Context: an optimization exercise on an open-source flow, tuned for small area, a short achievable clock period and few clock cycles. The choices shown serve that exercise and are no tape-out recipe. Where RTL was checked, it was by simulation tests only, not by an equivalence proof against the original. Power is estimated from default activity; no workload was simulated.

run A:
Design top, start of the top module:
module top(
    input clk,              
    input rst,              
    input cyc,              
    input stb,              
    input we,               
    input [3:0] wb_sel,     
    input [31:0] adr,       
    input [31:0] dat_mosi,  
    output [31:0] dat_miso,  
    output reg ack,             
    output reg err              
);
==> flow/config.mk <==
export PLATFORM = sky130hd
export DESIGN_NAME = top
export DESIGN_NICKNAME = top
export VERILOG_FILES = /design/flow/design.v
export SDC_FILE = /design/flow/constraint.sdc
export NUM_CORES = 4
export LEC_CHECK = 0
export CAP_MARGIN = 20
export CORE_MARGIN = 2
export CORE_UTILIZATION = 40
export PLACE_DENSITY = 0.5
export SLEW_MARGIN = 20
==> flow/constraint.sdc <==
create_clock -name core_clock -period 10.0 [get_ports {clk}]
set_input_delay 2.0000 -clock core_clock [delete_from_list [all_inputs] [get_ports {clk}]]
set_output_delay 2.0000 -clock core_clock [all_outputs]
set_load 0.01 [all_outputs]
standard.sh (not shown) runs the stock make flow with config.mk's settings and CLKGATE_MAP_FILE= SYNTH_SCRIPT=/design/flow/synth_recipe.tcl, a recipe that flattens the netlist after the stock synthesis.
==> flow/flow/run.sh <==
#!/bin/bash
bash standard.sh SETUP_SLACK_MARGIN=7 \
  "BUFFER_PORTS_ARGS=-buffer_cell sky130_fd_sc_hd__buf_1" \
  "CTS_ARGS=-sink_clustering_enable -repair_clock_nets -buf_list sky130_fd_sc_hd__clkbuf_16 -sink_clustering_size 30 -sink_clustering_max_diameter 150 -dont_use_dummy_load" \
  finish > standard.log 2>&1
Both conditions hold for run A: the flow ran to the end and the final layout passed the timing, DRC and antenna checks.
Testbench counts of run A, summed over its fixed seeds: cycles 8,640.
For run B, these inputs were changed with respect to run A:
==> flow/run.sh (new file) <==
#!/bin/bash
# synth_recipe.tcl (not shown) runs the flow's synth.tcl, then flattens the netlist and writes it again
# the make line also repeats each setting of config.mk as NAME=value (left out here)
make -C /OpenROAD-flow-scripts/flow DESIGN_CONFIG=/design/flow/config.mk WORK_HOME=/design/flow/orfs CLKGATE_MAP_FILE= SYNTH_SCRIPT=/design/flow/synth_recipe.tcl finish
--- a/flow/config.mk
+++ b/flow/config.mk
@@ -10,3 +10,5 @@
 export CORE_UTILIZATION = 40
-export PLACE_DENSITY = 0.5
+export CTS_CLUSTER_DIAMETER = 150
+export CTS_CLUSTER_SIZE = 30
+export SETUP_SLACK_MARGIN = 5
 export SLEW_MARGIN = 20
removed: flow/flow/run.sh
removed: flow/standard.sh
- Run B reports a higher sequential group share of total power than run A does.
- Looking at layout clock buffer count, run B sits 5 above run A.
- Comparing run B and run A, layout overhead on the synthesized area is lower on run B.
- Taking run A as the reference, in run B total power now sits lower, data arrival time of the critical path moved up.
- Going from run A to run B, final cell count shows a reduction of 2.8%; worst-case setup margin in the final layout has decreased; total die area stayed essentially flat.
- Run B and run A ended up with roughly the same sequential power.
The inputs of run C differ from those of run B as listed below.
==> flow/flow/run.sh (new file) <==
#!/bin/bash
bash standard.sh SETUP_SLACK_MARGIN=7 \
  "BUFFER_PORTS_ARGS=-buffer_cell sky130_fd_sc_hd__buf_1" \
  "CTS_ARGS=-sink_clustering_enable -repair_clock_nets -buf_list sky130_fd_sc_hd__clkbuf_16 -sink_clustering_size 30 -sink_clustering_max_diameter 150 -dont_use_dummy_load" \
  finish > standard.log 2>&1
==> flow/standard.sh (new file) <==
#!/bin/bash
# synth_recipe.tcl (not shown) runs the flow's synth.tcl, then flattens the netlist and writes it again
# the make line also repeats each setting of config.mk as NAME=value (left out here)
make -C /OpenROAD-flow-scripts/flow DESIGN_CONFIG=/design/flow/config.mk WORK_HOME=/design/flow/orfs CLKGATE_MAP_FILE= SYNTH_SCRIPT=/design/flow/synth_recipe.tcl "${@:-finish}"
--- a/flow/config.mk
+++ b/flow/config.mk
@@ -9,6 +9,3 @@
 export CORE_MARGIN = 2
-export CORE_UTILIZATION = 40
-export CTS_CLUSTER_DIAMETER = 150
-export CTS_CLUSTER_SIZE = 30
-export SETUP_SLACK_MARGIN = 5
+export CORE_UTILIZATION = 30
 export SLEW_MARGIN = 20
removed: flow/run.sh
==> comparison <==
- Die area up 8400 µm² in run C wrt run B
- Comparing run B and run C, the higher post-CTS setup buffer count was measured on run C.
- Run C vs. run B: post-place setup slack went up 0.56 ns, number of standard cells in the layout, taps in and fillers out went up 144, first-pass GRT wire length went down 980 µm, routed length on met2 held, worst-case setup margin in the final layout went up 1.21 ns.
- Total wire length after detailed routing, run B and run C: smaller value in run C
- On post-synthesis instance total, run B and run C are neck and neck.

* * *

Another version of the RTL of top (not shown whole).
Size: ~830 cells after synthesis, ~230 flip-flops.
clock: 10.0 ns
lec_check: 0
cap_margin: 20
core_margin: 2
core_utilization: 40
slew_margin: 20
==> flow/flow/run.sh <==
#!/bin/bash
bash standard.sh SETUP_SLACK_MARGIN=7 \
  "BUFFER_PORTS_ARGS=-buffer_cell sky130_fd_sc_hd__buf_1" \
  "CTS_ARGS=-sink_clustering_enable -repair_clock_nets -buf_list sky130_fd_sc_hd__clkbuf_16 -sink_clustering_size 24 -sink_clustering_max_diameter 120 -dont_use_dummy_load" \
  finish > standard.log 2>&1
Edit:
==> flow/flow/run.sh (replaced) <==
#!/bin/bash
bash standard.sh SETUP_SLACK_MARGIN=7 \
  "BUFFER_PORTS_ARGS=-buffer_cell sky130_fd_sc_hd__buf_1" \
  "CTS_ARGS=-sink_clustering_enable -repair_clock_nets -buf_list sky130_fd_sc_hd__clkbuf_16 -sink_clustering_size 30 -sink_clustering_max_diameter 150 -dont_use_dummy_load" \
  finish > standard.log 2>&1
Outcome:
- final cell count decreases slightly
- clock power decreases by a little under a tenth
- count of clock-buffer cells in the layout decreases by 2
- via count hardly moves
- critical path depth increases by 1
- design area decreases slightly
- sequential power is about the same
Function was not checked in any run of this note: the RTL went through the layout flow alone.

* * *

Another version of the RTL of top (not shown whole).
Size: roughly 160 flip-flops, roughly 110 I/O pins, ~8700 µm² of cells after synthesis.
## top
module top(
    input clk,              
    input rst,              
    input cyc,              
    input stb,              
    input we,               
    input [3:0] wb_sel,     
    input [31:0] adr,       
    input [31:0] dat_mosi,  
    output [31:0] dat_miso,  
    output reg ack,             
    output reg err              
);
reg [71:0] A, B;
reg [7:0] rdata;
reg [2:0] nxt_row, nxt_col;
assign dat_miso = {24'b0, rdata};
wire req      = cyc & stb;
wire adr_hi0  = ~|adr[31:5];
wire [4:0] a5 = adr[4:0];
wire in_ab    = adr_hi0 & (a5 < 5'd18);
wire in_c     = adr_hi0 & (a5 >= 5'd18) & (a5 < 5'd27);
wire wr       = req & we & wb_sel[0];
wire rd       = req & ~we;
reg [2:0] r_row, r_col;
always @(*) begin
    case (a5)
        5'd18: begin r_row = 3'b001; r_col = 3'b001; end
        5'd19: begin r_row = 3'b001; r_col = 3'b010; end
        5'd20: begin r_row = 3'b001; r_col = 3'b100; end
        5'd21: begin r_row = 3'b010; r_col = 3'b001; end
        5'd22: begin r_row = 3'b010; r_col = 3'b010; end
        5'd23: begin r_row = 3'b010; r_col = 3'b100; end
        5'd24: begin r_row = 3'b100; r_col = 3'b001; end
        5'd25: begin r_row = 3'b100; r_col = 3'b010; end
        default: begin r_row = 3'b100; r_col = 3'b100; end
    endcase
end
wire hit = (r_row == nxt_row) & (r_col == nxt_col);
wire [7:0] c;
matrix_mult mm_inst(.A(A), .B(B), .row(nxt_row), .col(nxt_col), .c(c));
always @(posedge clk or posedge rst) begin
    if (rst) begin
        ack <= 1'b0;
        err <= 1'b0;
        nxt_row <= 3'b001;
        nxt_col <= 3'b001;
    end else begin
        ack <= (wr & in_ab) | (rd & in_c & hit);
        err <= (wr & ~in_ab) | (rd & ~in_c);
        if (wr) begin
            nxt_row <= 3'b001;
            nxt_col <= 3'b001;
        end else if (rd & in_c) begin
            if (hit) begin
                nxt_col <= {r_col[1:0], r_col[2]};
  ...
Settings: LEC_CHECK=0, ABC_CLOCK_PERIOD_IN_PS=3000, CAP_MARGIN=20, CORE_MARGIN=2, CORE_UTILIZATION=40, SETUP_SLACK_MARGIN=5, SLEW_MARGIN=20; clock period 10.0 ns.
run.sh (not shown) runs the stock make flow with config.mk's settings and CLKGATE_MAP_FILE= SYNTH_SCRIPT=/design/flow/synth_recipe.tcl, a recipe that flattens the netlist after the stock synthesis.
Stock flow here: none of the scripts above is used.
Edit:
- ABC_CLOCK_PERIOD_IN_PS: 3000 -> unset
- SETUP_SLACK_MARGIN: 5 -> unset
After rerunning:
- wire length falls by 6.4%
- clock skew is about the same
- via count falls by 5.5%
- hold slack got worse by 39 ps
- fmax falls by 13%
- sequential cell count does not change
- design area falls by 5.8%
- total power falls by 3.3%
- worst setup slack got worse by 760 ps
- final cell count falls by 5.3%
- die area does not change
No run of this note included a check of the RTL's function; only the layout flow was run.

* * *

== v10 ==
Another version of the RTL of top (not shown whole).
Size in the first run: ~810 cells after synthesis, ~230 flip-flops, about 110 I/O pins, ~11,000 µm² of cells after synthesis.
Settings: LEC_CHECK=0, CAP_MARGIN=20, CORE_MARGIN=2, CORE_UTILIZATION=40, SLEW_MARGIN=20; clock period 10.0 ns.
standard.sh (not shown) runs the stock make flow with config.mk's settings and CLKGATE_MAP_FILE= SYNTH_SCRIPT=/design/flow/synth_recipe.tcl, a recipe that flattens the netlist after the stock synthesis.
==> flow/flow/run.sh <==
#!/bin/bash
bash standard.sh SETUP_SLACK_MARGIN=7 finish > standard.log 2>&1
Per the final summary, v10 finished and its layout is clean on timing, DRC and antenna.
Testbench counts of v10, summed over its fixed seeds: cycles 8,640.
The inputs of v22 differ from those of v10 as listed below.
==> flow/flow/run.sh <==
#!/bin/bash
bash standard.sh SETUP_SLACK_MARGIN=7 \
  "BUFFER_PORTS_ARGS=-buffer_cell sky130_fd_sc_hd__buf_1" \
  "CTS_ARGS=-sink_clustering_enable -repair_clock_nets -buf_list sky130_fd_sc_hd__clkbuf_16 -sink_clustering_size 30 -sink_clustering_max_diameter 150 -dont_use_dummy_load" \
  finish > standard.log 2>&1
Results
Layout-stage area growth over the synthesis result | v22 below v10. Final core area utilization, v22 and v10, higher one = v10. [v22] count of clock-buffer cells in the layout fell 29 relative to v10. The final reports for v22 and v10 show stage delay of the slowest cell on the critical path lower in the former. v22 completed every stage of the flow, and the final layout passed the timing, DRC and antenna checks. Having completed the whole flow, v10 delivered a layout that passed the timing, DRC and antenna checks. Overall routing resource usage ends up higher on v10.
The inputs of v46 differ from those of v22 as listed below.
==> flow/flow/run.sh <==
#!/bin/bash
bash standard.sh SETUP_SLACK_MARGIN=7 "BUFFER_PORTS_ARGS=-buffer_cell sky130_fd_sc_hd__buf_1" finish > standard.log 2>&1
diff --git a/flow/config.mk b/flow/config.mk
--- a/flow/config.mk
+++ b/flow/config.mk
@@ -10,0 +11 @@
+export CTS_BUF_LIST = sky130_fd_sc_hd__clkbuf_8
Notes after the runs:
- Between v22 and v46, filler cell count in the final layout decreased.
- The lower post-layout instance area came out of v22.
- | final routed wirelength across all metal layers | v46 vs v22 | 4.8% higher |

* * *

Setup of the reference run:
top with an RTL version that a note above also has.
Size in the first run: ~210 flip-flops, roughly 110 I/O pins, ~9900 µm² of cells after synthesis.
Settings: LEC_CHECK=0, CAP_MARGIN=20, CORE_MARGIN=2, CORE_UTILIZATION=25, SLEW_MARGIN=20; clock period 10.0 ns.
==> flow/flow/run.sh <==
#!/bin/bash
bash standard.sh SETUP_SLACK_MARGIN=7 \
  "BUFFER_PORTS_ARGS=-buffer_cell sky130_fd_sc_hd__buf_1" \
  "CTS_ARGS=-sink_clustering_enable -repair_clock_nets -buf_list sky130_fd_sc_hd__clkbuf_16 -sink_clustering_size 30 -sink_clustering_max_diameter 150 -dont_use_dummy_load" \
  finish > standard.log 2>&1
Testbench counts of the reference run, summed over its fixed seeds: cycles 8,640.
Setup changes, the reference run to the trial run
-- flow/config.mk --
<<< the reference run, line 10
export CORE_UTILIZATION = 25
>>> the trial run, line 10
export CORE_UTILIZATION = 20
Findings:
The origin of the worst setup path comes out adr[1] in one run and tgt_row[0]$_DFFE_PP0P_ in the other, namely in the reference run and the trial run respectively. Relative to the reference run, the global-route usage of the trial run is lower by 1.8 points. The trial run ends up with a worst hold margin that is 6.4 ps higher than in the reference run. Against the reference run, final worst setup slack in the trial run came out worse.

* * *

Another version of the RTL of top (not shown whole).
For scale: about 1100 cells after synthesis, roughly 220 flip-flops, ~110 I/O pins, ~11000 sq um of cells after synthesis.
Settings: LEC_CHECK=0, ABC_AREA=1, CAP_MARGIN=20, CORE_MARGIN=2, CORE_UTILIZATION=40, SLEW_MARGIN=20; clock period 10.0 ns.
Scripts as last shown in full above: flow/flow/run.sh
The first run passed the timing, DRC and antenna checks.
Next try:
--- a/flow/config.mk
+++ b/flow/config.mk
@@ -8 +7,0 @@
-export ABC_AREA = 1
=> Die area decreases by a few percent; area after synthesis decreases by a few percent; routed wire length decreases by a few percent; design area decreases slightly; power decreases slightly; non-clock buffer count increases by 46; setup slack is worse by 0.052 ns; combinational power decreases by a few percent; hold slack stays flat; clock skew hardly moves; cell count decreases by about a fifth.
Function was not checked in any run of this note: the RTL went through the layout flow alone.

* * *

build 98:
Another version of the RTL of top (not shown whole).
For scale: about 790 cells after synthesis, ~220 flip-flops, about 110 I/O pins, about 0.010 mm^2 of cells after synthesis.
Design top, start of the top module:
module top(
    input clk,              
    input rst,              
    input cyc,              
    input stb,              
    input we,               
    input [3:0] wb_sel,     
    input [31:0] adr,       
    input [31:0] dat_mosi,  
    output [31:0] dat_miso,  
    output reg ack,             
    output reg err              
);
Settings: LEC_CHECK=0, ABC_CLOCK_PERIOD_IN_PS=1500, CAP_MARGIN=20, CORE_MARGIN=2, CORE_UTILIZATION=40, SETUP_SLACK_MARGIN=5, SLEW_MARGIN=20; clock period 10.0 ns.
run.sh (not shown) runs the stock make flow with config.mk's settings and CLKGATE_MAP_FILE= SYNTH_SCRIPT=/design/flow/synth_recipe.tcl, a recipe that flattens the netlist after the stock synthesis.
Stock flow here: none of the scripts above is used.
### build 98 -> build 81
--- a/flow/config.mk
+++ b/flow/config.mk
@@ -6,8 +6,7 @@
 export NUM_CORES = 4
 export LEC_CHECK = 0
-export ABC_CLOCK_PERIOD_IN_PS = 1500
-export CAP_MARGIN = 20
+export CAP_MARGIN = 50
 export CORE_MARGIN = 2
 export CORE_UTILIZATION = 40
 export SETUP_SLACK_MARGIN = 5
-export SLEW_MARGIN = 20
+export SLEW_MARGIN = 70
Notes after the runs:
- NOTE global-route wire length before repair build 98->build 81 increased by a few percent
- Build 81 ended with more fraction of met2 tracks used by global routing than build 98.
- Final area went up by a few percent going from build 98 to build 81.
- Min sequential share of power across build 81 and build 98: build 81
For build 5, these inputs were changed with respect to build 81:
==> flow/flow/run.sh (new file) <==
#!/bin/bash
bash standard.sh SETUP_SLACK_MARGIN=6.5 finish > standard.log 2>&1
==> flow/standard.sh (new file) <==
#!/bin/bash
# synth_recipe.tcl (not shown) runs the flow's synth.tcl, then flattens the netlist and writes it again
# the make line also repeats each setting of config.mk as NAME=value (left out here)
make -C /OpenROAD-flow-scripts/flow DESIGN_CONFIG=/design/flow/config.mk WORK_HOME=/design/flow/orfs CLKGATE_MAP_FILE= SYNTH_SCRIPT=/design/flow/synth_recipe.tcl "${@:-finish}"
--- a/flow/config.mk
+++ b/flow/config.mk
@@ -6,7 +6,6 @@
 export NUM_CORES = 4
 export LEC_CHECK = 0
-export CAP_MARGIN = 50
+export CAP_MARGIN = 20
 export CORE_MARGIN = 2
 export CORE_UTILIZATION = 40
-export SETUP_SLACK_MARGIN = 5
-export SLEW_MARGIN = 70
+export SLEW_MARGIN = 20
removed: flow/run.sh
--- outcome ---
Compared with build 81, build 5 shows a first-pass GRT wire length that is 4.1% higher. Build 81 ended up with reg2reg as its type of the worst setup path; build 5 ended up with in2reg. Build 81 ended up with more cell instances than build 5 did. Where final non-filler cell area is concerned, build 81 is better than build 5. Looking at the reports, build 81 completed the entire flow and the layout it produced met the timing, DRC and antenna checks. Build 5 finished end to end and its layout was clean on timing, DRC and antenna. Build 5 gives less worst slack on hold paths than build 81 did. Changes observed in build 5 relative to build 81: worst-case setup margin in the final layout picked up an extra 0.91 ns, data arrival time of the critical path lost 1.15 ns, total detailed-routing wirelength picked up an extra about 5.4%. Reported for build 81 and build 5, cell depth of the worst hold path turned out identical to the last digit.
Function was not checked in any run of this note: the RTL went through the layout flow alone.

-- port drivers added, routing unchanged --
The results above use ideal ports. As a check the final layouts listed here were re-extracted and re-timed, cells and wires unchanged. Step 1, drivers: a clkbuf_16 drives clk and a buf_2 each remaining input, both assumed. Step 2 moves the port delays by t, midway between the first and last clock arrival at a register: inputs arrive t later, outputs are due t later. That takes back most of the time a late clock gives input paths. a / b / c = ideal ports / drivers / drivers and shift; a / b = the first two.
run | t, ns | setup slack, ns | worst setup path after step 2
run A | 0.510 | 7.007 / 6.990 / 6.480 | input to register
run B | 0.520 | 5.798 / 5.819 / 5.299 | input to register
run C | 0.502 | 7.009 / 6.995 / 6.493 | input to register
the first run of note 2 | 0.512 | 6.635 / 6.632 / 6.121 | input to register
the second run of note 2 | 0.508 | 6.613 / 6.611 / 6.103 | input to register
the first run of note 3 | 0.466 | 4.682 / 4.682 / 4.682 | register to register
the second run of note 3 | 0.466 | 3.922 / 3.922 / 3.922 | register to register
v10 | 0.558 | 6.906 / 6.901 / 6.343 | input to register
v22 | 0.509 | 6.832 / 6.812 / 6.303 | input to register
v46 | 0.573 | 6.928 / 6.909 / 6.337 | input to register
the reference run | 0.512 | 6.996 / 6.989 / 6.478 | input to register
the trial run | 0.518 | 6.907 / 6.907 / 6.451 | input to register
the first run of note 6 | 0.492 | 7.044 / 6.997 / 6.673 | input to register
the second run of note 6 | 0.491 | 6.992 / 6.986 / 6.495 | input to register
build 98 | 0.551 | 5.465 / 5.485 / 4.934 | input to register
build 81 | 0.564 | 5.684 / 5.684 / 5.244 | input to register
build 5 | 0.550 | 6.595 / 6.578 / 6.065 | input to register
After both steps every run listed still meets setup and hold. The setup slack of v46, which loses most, moves by -0.019 ns with the drivers and by -0.591 ns with both steps.
